This design comes from an exercise in tuning for a short achievable clock period and few clock cycles on the open sky130 flow, not from production work.
In this exercise RTL edits were held to simulation tests only and were not proved equivalent to the original.
Power is estimated from default activity; no workload was simulated.

--- flow/run.sh ---
#!/bin/bash
# synth_recipe.tcl (not shown) runs the flow's synth.tcl, then flattens the netlist and writes it again
# the make line also repeats each setting of config.mk as NAME=value (left out here)
make -C /OpenROAD-flow-scripts/flow DESIGN_CONFIG=/design/flow/config.mk WORK_HOME=/design/flow/orfs CLKGATE_MAP_FILE= SYNTH_SCRIPT=/design/flow/synth_recipe.tcl finish
--- flow/config.mk ---
export PLATFORM = sky130hd
export DESIGN_NAME = TopLevel
export DESIGN_NICKNAME = TopLevel
export VERILOG_FILES = /design/flow/design.v
export SDC_FILE = /design/flow/constraint.sdc
export NUM_CORES = 4
export LEC_CHECK = 0
export CAP_MARGIN = 40
export CORE_MARGIN = 2
export CORE_UTILIZATION = 25
export SLEW_MARGIN = 40
export SYNTH_MEMORY_MAX_BITS = 16384
--- flow/constraint.sdc ---
create_clock -name core_clock -period 10.0 [get_ports {CLK}]
set_input_delay 2.0000 -clock core_clock [delete_from_list [all_inputs] [get_ports {CLK}]]
set_output_delay 2.0000 -clock core_clock [all_outputs]
set_load 0.01 [all_outputs]
--- flow/design.v ---
module TopLevel(
  input        CLK,
  input        reset,
  input        start,
  output       halt,
  output [7:0] mem_addr,
  output       mem_re,
  output       mem_we,
  output [7:0] mem_wdata,
  input  [7:0] mem_rdata
);
  localparam logic [3:0] K_NONE = 4'd0, K_RLO = 4'd1, K_RHI = 4'd2,
                         K_WLO = 4'd3, K_WHI = 4'd4, K_RPAT = 4'd5,
                         K_RSTR = 4'd6, K_W193 = 4'd7, K_W192 = 4'd8,
                         K_W194 = 4'd9;
  function automatic logic [5:0] last_step(input logic [1:0] p);
    last_step = (p == 2'd2) ? 6'd35 : 6'd59;
  endfunction
  function automatic logic [15:0] encode(input logic [10:0] d);
    logic p1, p2, p4, p8, p16;
    p8  = ^d[10:4];
    p4  = (^d[10:7]) ^ (^d[3:1]);
    p2  = d[10]^d[9]^d[6]^d[5]^d[3]^d[2]^d[0];
    p1  = d[10]^d[8]^d[6]^d[4]^d[3]^d[1]^d[0];
    p16 = ^d ^ p8 ^ p4 ^ p2 ^ p1;
    encode = {d[10:4], p8, d[3:1], p4, d[0], p2, p1, p16};
  endfunction
  function automatic logic [15:0] decode(input logic [15:0] c);
    logic [3:0]  s;
    logic        par, dbl;
    logic [15:0] e;
    logic [10:0] d;
    s = '0;
    for (int k = 1; k < 16; k++)
      if (c[k]) s = s ^ 4'(k);
    par = ^c;
    e = par ? (16'h1 << s) : 16'h0;
    e = c ^ e;
    d = {e[15:9], e[7:5], e[3]};
    dbl = !par && (s != 4'd0);
    if (dbl) begin
      if (s == 4'd11) d = d ^ 11'h030;
      if (s == 4'd13) d = d ^ 11'h090;
      if (s == 4'd14) d = d ^ 11'h0a0;
    end
    decode = {dbl, 4'b0, d};
  endfunction
  function automatic logic [3:0] in_hits(input logic [7:0] b, input logic [4:0] pt);
    logic [3:0] h;
    for (int o = 0; o < 4; o++)
      h[o] = (b[7-o -: 5] == pt);
    in_hits = h;
  endfunction
  function automatic logic [3:0] cross_hits(input logic [7:0] a, input logic [7:0] b, input logic [4:0] pt);
    logic [15:0] w;
    logic [3:0]  h;
    w = {a, b};
    for (int o = 0; o < 4; o++)
      h[o] = (w[11-o -: 5] == pt);
    cross_hits = h;
  endfunction
  function automatic logic [2:0] cnt4(input logic [3:0] h);
    cnt4 = {2'b0, h[0]} + {2'b0, h[1]} + {2'b0, h[2]} + {2'b0, h[3]};
  endfunction
  logic       halt_r;
  logic [1:0] prog_r;           
  logic [5:0] step_r;           
  logic       re_r, we_r;
  logic [7:0] addr_r, wdata_r;
  logic [3:0] kind_r;
  logic [7:0]  lo_r;            
  logic [15:0] raw_r;           
  logic [15:0] proc_r;          
  logic [4:0]  pat_r;           
  logic [7:0]  cur_r, prev_r;   
  logic [7:0]  c1_r;            
  logic [5:0]  c2_r;            
  logic [6:0]  cx_r;            
  wire        run   = !halt_r;
  wire        last  = (step_r == last_step(prog_r));
  wire [1:0]  prog_n = (prog_r == 2'd0) ? 2'd1 : 2'd2;
  wire        vld   = (prog_r == 2'd2) && run && (step_r >= 6'd2) && (step_r <= 6'd33);
  wire        first = (step_r == 6'd2);
  wire [3:0]  hin   = in_hits(cur_r, pat_r);
  wire [3:0]  hx    = first ? 4'b0 : cross_hits(prev_r, cur_r, pat_r);
  wire [7:0]  c1_n  = c1_r + (vld ? {5'b0, cnt4(hin)} : 8'd0);
  wire [5:0]  c2_n  = c2_r + (vld ? {5'b0, |hin} : 6'd0);
  wire [6:0]  cx_n  = cx_r + (vld ? {4'b0, cnt4(hx)} : 7'd0);
  wire        hit_rd = |in_hits(mem_rdata, pat_r);
  logic [1:0] np;
  logic [5:0] ns;
  always_comb begin
    if (halt_r) begin
      np = prog_r; ns = 6'd1;                     
    end else if (last) begin
      np = prog_n; ns = 6'd0;                     
    end else begin
      np = prog_r; ns = step_r + 6'd1;
    end
  end
  logic       n_re, n_we;
  logic [7:0] n_addr;
  logic [3:0] n_kind;
  logic [7:0] ib, ob, oi, ot;
  always_comb begin
    n_re = 1'b0; n_we = 1'b0; n_addr = 8'd0; n_kind = K_NONE;
    ib = (np == 2'd0) ? 8'd0  : 8'd64;
    ob = (np == 2'd0) ? 8'd30 : 8'd94;
    ot = {2'b0, ns} - 8'd2;
    oi = {2'b0, ot[7:2]} + 8'd1;
    if (np == 2'd2) begin
      if (ns == 6'd0) begin
        n_re = 1'b1; n_addr = 8'd160; n_kind = K_RPAT;
      end else if (ns <= 6'd32) begin
        n_re = 1'b1; n_addr = 8'd127 + {2'b0, ns}; n_kind = K_RSTR;
      end else if (ns == 6'd33) begin
        n_we = 1'b1; n_addr = 8'd193; n_kind = K_W193;
      end else if (ns == 6'd34) begin
        n_we = 1'b1; n_addr = 8'd192; n_kind = K_W192;
      end else begin
        n_we = 1'b1; n_addr = 8'd194; n_kind = K_W194;
      end
    end else if (ns == 6'd0) begin
      n_re = 1'b1; n_addr = ib; n_kind = K_RLO;
    end else if (ns == 6'd1) begin
      n_re = 1'b1; n_addr = ib + 8'd1; n_kind = K_RHI;
    end else if (ns >= 6'd58) begin
      n_we = 1'b1; n_addr = ob + 8'd28 + {7'b0, ns[0]}; n_kind = ns[0] ? K_WHI : K_WLO;
    end else begin
      case (ot[1:0])
        2'd0: begin n_re = 1'b1; n_addr = ib + {oi[6:0], 1'b0};        n_kind = K_RLO; end
        2'd1: begin n_re = 1'b1; n_addr = ib + {oi[6:0], 1'b0} + 8'd1; n_kind = K_RHI; end
        2'd2: begin n_we = 1'b1; n_addr = ob + {oi[6:0], 1'b0} - 8'd2; n_kind = K_WLO; end
        default: begin n_we = 1'b1; n_addr = ob + {oi[6:0], 1'b0} - 8'd1; n_kind = K_WHI; end
      endcase
    end
  end
  logic [7:0] wdata_n;
  always_comb begin
    case (n_kind)
      K_WLO:   wdata_n = proc_r[7:0];
      K_WHI:   wdata_n = proc_r[15:8];
      K_W193:  wdata_n = {2'b0, c2_n} + {7'b0, hit_rd};
      K_W192:  wdata_n = c1_n;
      K_W194:  wdata_n = c1_r + {1'b0, cx_r};
      default: wdata_n = 8'h00;
    endcase
  end
  always_ff @(posedge CLK) begin
    if (reset) begin
      halt_r <= 1'b1;
      prog_r <= 2'd0;
      step_r <= 6'd0;
      re_r   <= 1'b1;
      we_r   <= 1'b0;
      addr_r <= 8'd0;
      kind_r <= K_RLO;
    end else if (halt_r) begin
      if (start) begin
        halt_r <= 1'b0;
        step_r <= 6'd1;
        re_r   <= n_re;
        we_r   <= n_we;
        addr_r <= n_addr;
        kind_r <= n_kind;
      end
    end else begin
      if (last) begin
        halt_r <= 1'b1;
        prog_r <= prog_n;
        step_r <= 6'd0;
      end else
        step_r <= step_r + 6'd1;
      re_r   <= n_re;
      we_r   <= n_we;
      addr_r <= n_addr;
      kind_r <= n_kind;
    end
  end
  always_ff @(posedge CLK) begin
    wdata_r <= wdata_n;
    if (kind_r == K_RLO)  lo_r  <= mem_rdata;
    if (kind_r == K_RHI)  raw_r <= {mem_rdata, lo_r};
    proc_r <= (prog_r == 2'd0) ? encode(raw_r[10:0]) : decode(raw_r);
    if (kind_r == K_RPAT) pat_r <= mem_rdata[4:0];
    if (kind_r == K_RSTR) begin
      cur_r  <= mem_rdata;
      prev_r <= cur_r;
    end
    if (kind_r == K_RPAT) begin
      c1_r <= '0; c2_r <= '0; cx_r <= '0;
    end else begin
      c1_r <= c1_n; c2_r <= c2_n; cx_r <= cx_n;
    end
  end
  assign halt      = halt_r;
  assign mem_addr  = addr_r;
  assign mem_re    = re_r;
  assign mem_we    = we_r;
  assign mem_wdata = wdata_r;
endmodule
==> run summary <==
## placed cells by master, fill, tap and decap left out, types with 13 or more instances in the layout
cell type	instances
sky130_fd_sc_hd__and2_1	13
sky130_fd_sc_hd__xnor2_1	71
sky130_fd_sc_hd__ha_1	37
sky130_fd_sc_hd__nor3_1	27
sky130_fd_sc_hd__o21ai_0	38
sky130_fd_sc_hd__nor2_1	64
sky130_fd_sc_hd__nand2_1	66
sky130_fd_sc_hd__a21oi_1	29
sky130_fd_sc_hd__edfxtp_1	41
sky130_fd_sc_hd__inv_1	30
sky130_fd_sc_hd__nand3_1	18
sky130_fd_sc_hd__dfxtp_1	68
sky130_fd_sc_hd__clkdlybuf4s50_1	29
sky130_fd_sc_hd__xor2_1	70
## synthesized netlist by cell type (9+ instances only)
| master | number |
|---|---|
| sky130_fd_sc_hd__ha_1 | 37 |
| sky130_fd_sc_hd__xor2_1 | 70 |
| sky130_fd_sc_hd__xnor2_1 | 71 |
| sky130_fd_sc_hd__o21ai_0 | 38 |
| sky130_fd_sc_hd__a21oi_1 | 29 |
| sky130_fd_sc_hd__nor2_1 | 64 |
| sky130_fd_sc_hd__o22ai_1 | 9 |
| sky130_fd_sc_hd__a221o_1 | 9 |
| sky130_fd_sc_hd__nand3_1 | 18 |
| sky130_fd_sc_hd__dfxtp_1 | 68 |
| sky130_fd_sc_hd__nand4_1 | 9 |
| sky130_fd_sc_hd__inv_1 | 30 |
| sky130_fd_sc_hd__clkbuf_1 | 18 |
| sky130_fd_sc_hd__nand2_1 | 66 |
| sky130_fd_sc_hd__edfxtp_1 | 41 |
| sky130_fd_sc_hd__and2_1 | 13 |
| sky130_fd_sc_hd__nor3_1 | 27 |
## kinds of logic (layout without fill, tap and decap cells)
logic type / count (synthesis) / count (layout) / share of synthesized area [%]
AO/OA/AOI/OAI: 160 / 160 / 15.2
adder cells (fa/ha/maj): 42 / 42 / 7.69
buffers and inverters: 67 / 83 / 4.24
AND/OR/NAND/NOR: 255 / 255 / 17.7
flip-flops: 109 / 109 / 35.4
XOR/XNOR: 143 / 143 / 17.4
multiplexers: 16 / 16 / 2.41
## how the worst max path moves through the flow
| stage | endpoint | slack (ns) | cells after the start |
|---|---|---|---|
| 2_1_floorplan | wdata_r[7] | 5.88 | 17 |
| 3_3_place_gp | wdata_r[5] | 4.89 | 10 |
| 3_5_place_dp | wdata_r[5] | 4.83 | 10 |
| 4_1_cts | wdata_r[5] | 5.21 | 10 |
| 5_1_grt | addr_r[6] | 5.10 | 14 |
| 6_report | wdata_r[5] | 5.42 | 10 |
## worst max-delay path: cells and delay by family
family | cells | cell delay (ns)
AOI/OAI and AO/OA | 2 | 0.85
xor gates and xnor gates | 2 | 0.25
adders and majority gates | 1 | 0.27
buffers and inverters | 1 | 0.68
muxes | 1 | 0.29
and+or+nand+nor | 3 | 0.48
## area by class of cell
type	instances	area (um^2)	share of cell area [%]
Inverter	30	113	1.35
Clock inverter	6	72.6	0.873
Clock buffer	10	250	3.01
Multi-Input combinational cell	616	4450	53.6
Tap cell	384	480	5.78
Sequential cell	109	2590	31.2
Timing Repair Buffer	37	350	4.21
## per-layer routing
metal | vias to the layer above | GRT usage (%) | routed length (um)
li1 | 2828 | - | -
met1 | 2662 | 15.6 | 8420
met2 | 103 | 18.5 | 8070
met3 | 25 | 2.09 | 554
met4 | 0 | 3.58 | 350
met5 | - | 0 | 0
## power by group through the flow
stage,registers (W),clock network (W),logic (W)
after floorplan,0.000509,0,0.000162
final,0.000508,0.000392,0.000215
after CTS,0.000508,0.000403,0.000214
after global routing,0.000512,0.000422,0.000240
after global placement,0.000518,0,0.000210
after detailed placement,0.000518,0,0.000213
## registers in the layout, summed over array words and instances, names as in the netlist, 4 cells and up
| name | count |
|---|---|
| addr_r | 8 |
| c1_r | 8 |
| c2_r | 6 |
| cur_r | 8 |
| cx_r | 7 |
| kind_r | 4 |
| lo_r | 8 |
| pat_r | 5 |
| prev_r | 4 |
| proc_r | 16 |
| raw_r | 16 |
| step_r | 6 |
| wdata_r | 8 |
## metrics by stage
stage | util, % | cell area [um^2]
2_1_floorplan | - | 7320
3_3_place_gp | 27.8 | 7990
3_5_place_dp | 27.8 | 7990
4_1_cts | 28.9 | 8310
5_1_grt | 28.9 | 8310
6_report | 28.9 | 8310
==> impl_metrics.json <==
{
  "status": "complete, no violations",
  "holdCritStartpoint": "lo_r[5]",
  "synth_fp_nets": 845,
  "internal-power_w": 0.000776,
  "max_cap_viol_count": 0,
  "finalNetCount": 856,
  "wire_length_of_the_first_global_routing_pass_mm": 28.6,
  "layout-drive-gt1-share_pct": 6.81,
  "maximum_number_of_pins_on_one_net_before_global_route_repair": 27,
  "synth.cell_area_um2": 7320,
  "chipWidth_um": 175,
  "clkPwrFrac_pct": 35.2,
  "num_antenna_cells": 0,
  "place_ws_ns": 4.83,
  "power.share.combinational_pct": 19.3,
  "postSynth.topFlopCell": "sky130_fd_sc_hd__dfxtp_1",
  "grt_setup_unrepaired": "no",
  "hold_path.class": "reg -> reg",
  "initial_utilization_pct": 25.4,
  "p_per_area_nw_per_um2": 134,
  "yosys_warnings": 1,
  "ios": 30,
  "crit_path_top_delay_cell": "sky130_fd_sc_hd__clkdlybuf4s50_1",
  "critical_path.reg2reg.startpoint": "step_r[0]",
  "cts_max_path_buffers": 2,
  "worst-setup-path-type": "in -> reg",
  "grt_use_total_pct": 11.5,
  "total_switching_power_w": 0.000339,
  "min_period_ns": 4.58,
  "synth_largest_area_cell": "sky130_fd_sc_hd__dfxtp_1",
  "cts_hold_buffers": 0,
  "yosysSeqAreaShare_pct": 35.4,
  "cp-startpoint": "mem_rdata[3]",
  "cp_data_required_time_ns": 10.25,
  "worstHoldPathCells": 0,
  "power_leakage_nw": 3.08,
  "dp_cells": 1176,
  "vias": 5618,
  "irDropWorstVdd_v": 0.0000677,
  "clk_transition_reported_paths_ns": 0.08,
  "hold_viol": 0,
  "clock.fmax_ghz": 0.218,
  "finalHoldWorstSlack_ns": 0.426,
  "drt-vias-per-instance": 4.71,
  "n_fill_cell": 2980,
  "yosysTopAreaCellShare_pct": 18.6,
  "dieArea_um2": 30700,
  "post_cts_resize_count": 0,
  "crit_chain": "clkdlybuf4s50_1, xnor2_1, nand3_1, o311ai_1, ha_1, nand3_1, nor3_1, xnor2_1, mux2_1, a221o_1",
  "drt.antenna.violating_nets": 0,
  "post_drt_wl_per_cell_um": 14.6,
  "setup_ws_ns": 5.42,
  "drt_first_pass_iters": 5,
  "post_synth_inst_count": 792,
  "critPathMaxFanout": 8,
  "ctsRootBufferMaster": "sky130_fd_sc_hd__clkbuf_16",
  "timing.hold.worst_endpoint": "raw_r[5]",
  "netlist_top_cells_area": "sky130_fd_sc_hd__dfxtp_1, sky130_fd_sc_hd__edfxtp_1, sky130_fd_sc_hd__xnor2_1",
  "overall_power_of_the_completed_layout_w": 0.00111,
  "power.share.sequential_pct": 45.5,
  "slew_headroom_pct": 45.3,
  "place_congestion": 0.872,
  "design.core.area_um2": 28800,
  "yosys.cell_types.count": 89,
  "io_buffer_count": 29,
  "detailedRoute.firstIterationViolations": 449,
  "final.setup_skew_ns": 0.0168,
  "tritoncts": "done",
  "synth_edf_count": 41,
  "postSynthRegisterBits": 109,
  "grt-ovfl-total": 0,
  "numCtsBuffers": 9,
  "row_count": 62,
  "detailed_place_hpwl_mm": 12.9,
  "rr_worst_depth": 14,
  "synth_async_sr_flop_share_pct": 0,
  "drc": 0,
  "p_sw_share_pct": 30.4,
  "first_global_vias": 5484,
  "worst_path_largest_cell_delay_ns": 0.68,
  "worstSetupEndpointType": "flop",
  "worst_setup_path_start_kind": "input pin",
  "clk_latency_ns": 0.37,
  "worstReg2RegEnd": "addr_r[6]",
  "worst_pin_slew_ns": 0.815,
  "relative_area_change_from_synthesis_to_final_layout_pct": 13.5,
  "tns_ns": 0,
  "clock_sinks": 109,
  "fin_crit_sh_pct": 45.8,
  "maxSlewViolCount": 0,
  "final-instance-count-excl-fill": 1192,
  "avgSynthCellArea_um2": 9.25,
  "worst-endpoint-arrival_ns": 4.83,
  "post-cts-setup-buffer-count": 0,
  "wire_length_after_detailed_routing_mm": 17.4,
  "fp.dieH_um": 175,
  "clock_tree.htree_level_count": 3,
  "finalSetupViolations": 0,
  "worst-r2r-setup-slack_ns": 5.48,
  "number_of_antenna_violations_at_the_first_check_in_global_routing": 0
}
Testbench counts, summed over its fixed seeds: cycles 5,024.

==> re-timing with driven ports <==
In the flow no input, the clock included, has a driving cell. The finished layout below was timed again as built, in two steps.
Step 1: set_driving_cell puts a clkbuf_16 on CLK and a buf_2 on each other input, an assumption about the parent block.
Step 2 adds t to the input delays and takes it off the output delays; t is the mean of the earliest and latest rising clock arrival at the registers after step 1. Input paths then give back, and output paths get back, about the clock's delay inside the block.
a / b / c = no drivers / after step 1 / after step 2; a / b = the first two.
t, ns: 0.403
slack for setup (ns): 5.418 / 5.435 / 5.032
worst setup path at the end: input to register
clock arrival spread, ns: 0.017 / 0.017
slew at the worst register clock pin (ns): 0.09 / 0.09
After both steps setup and hold are still met in this run. For this run, drivers alone change the setup slack by +0.017 ns; drivers and shift together by -0.386 ns.
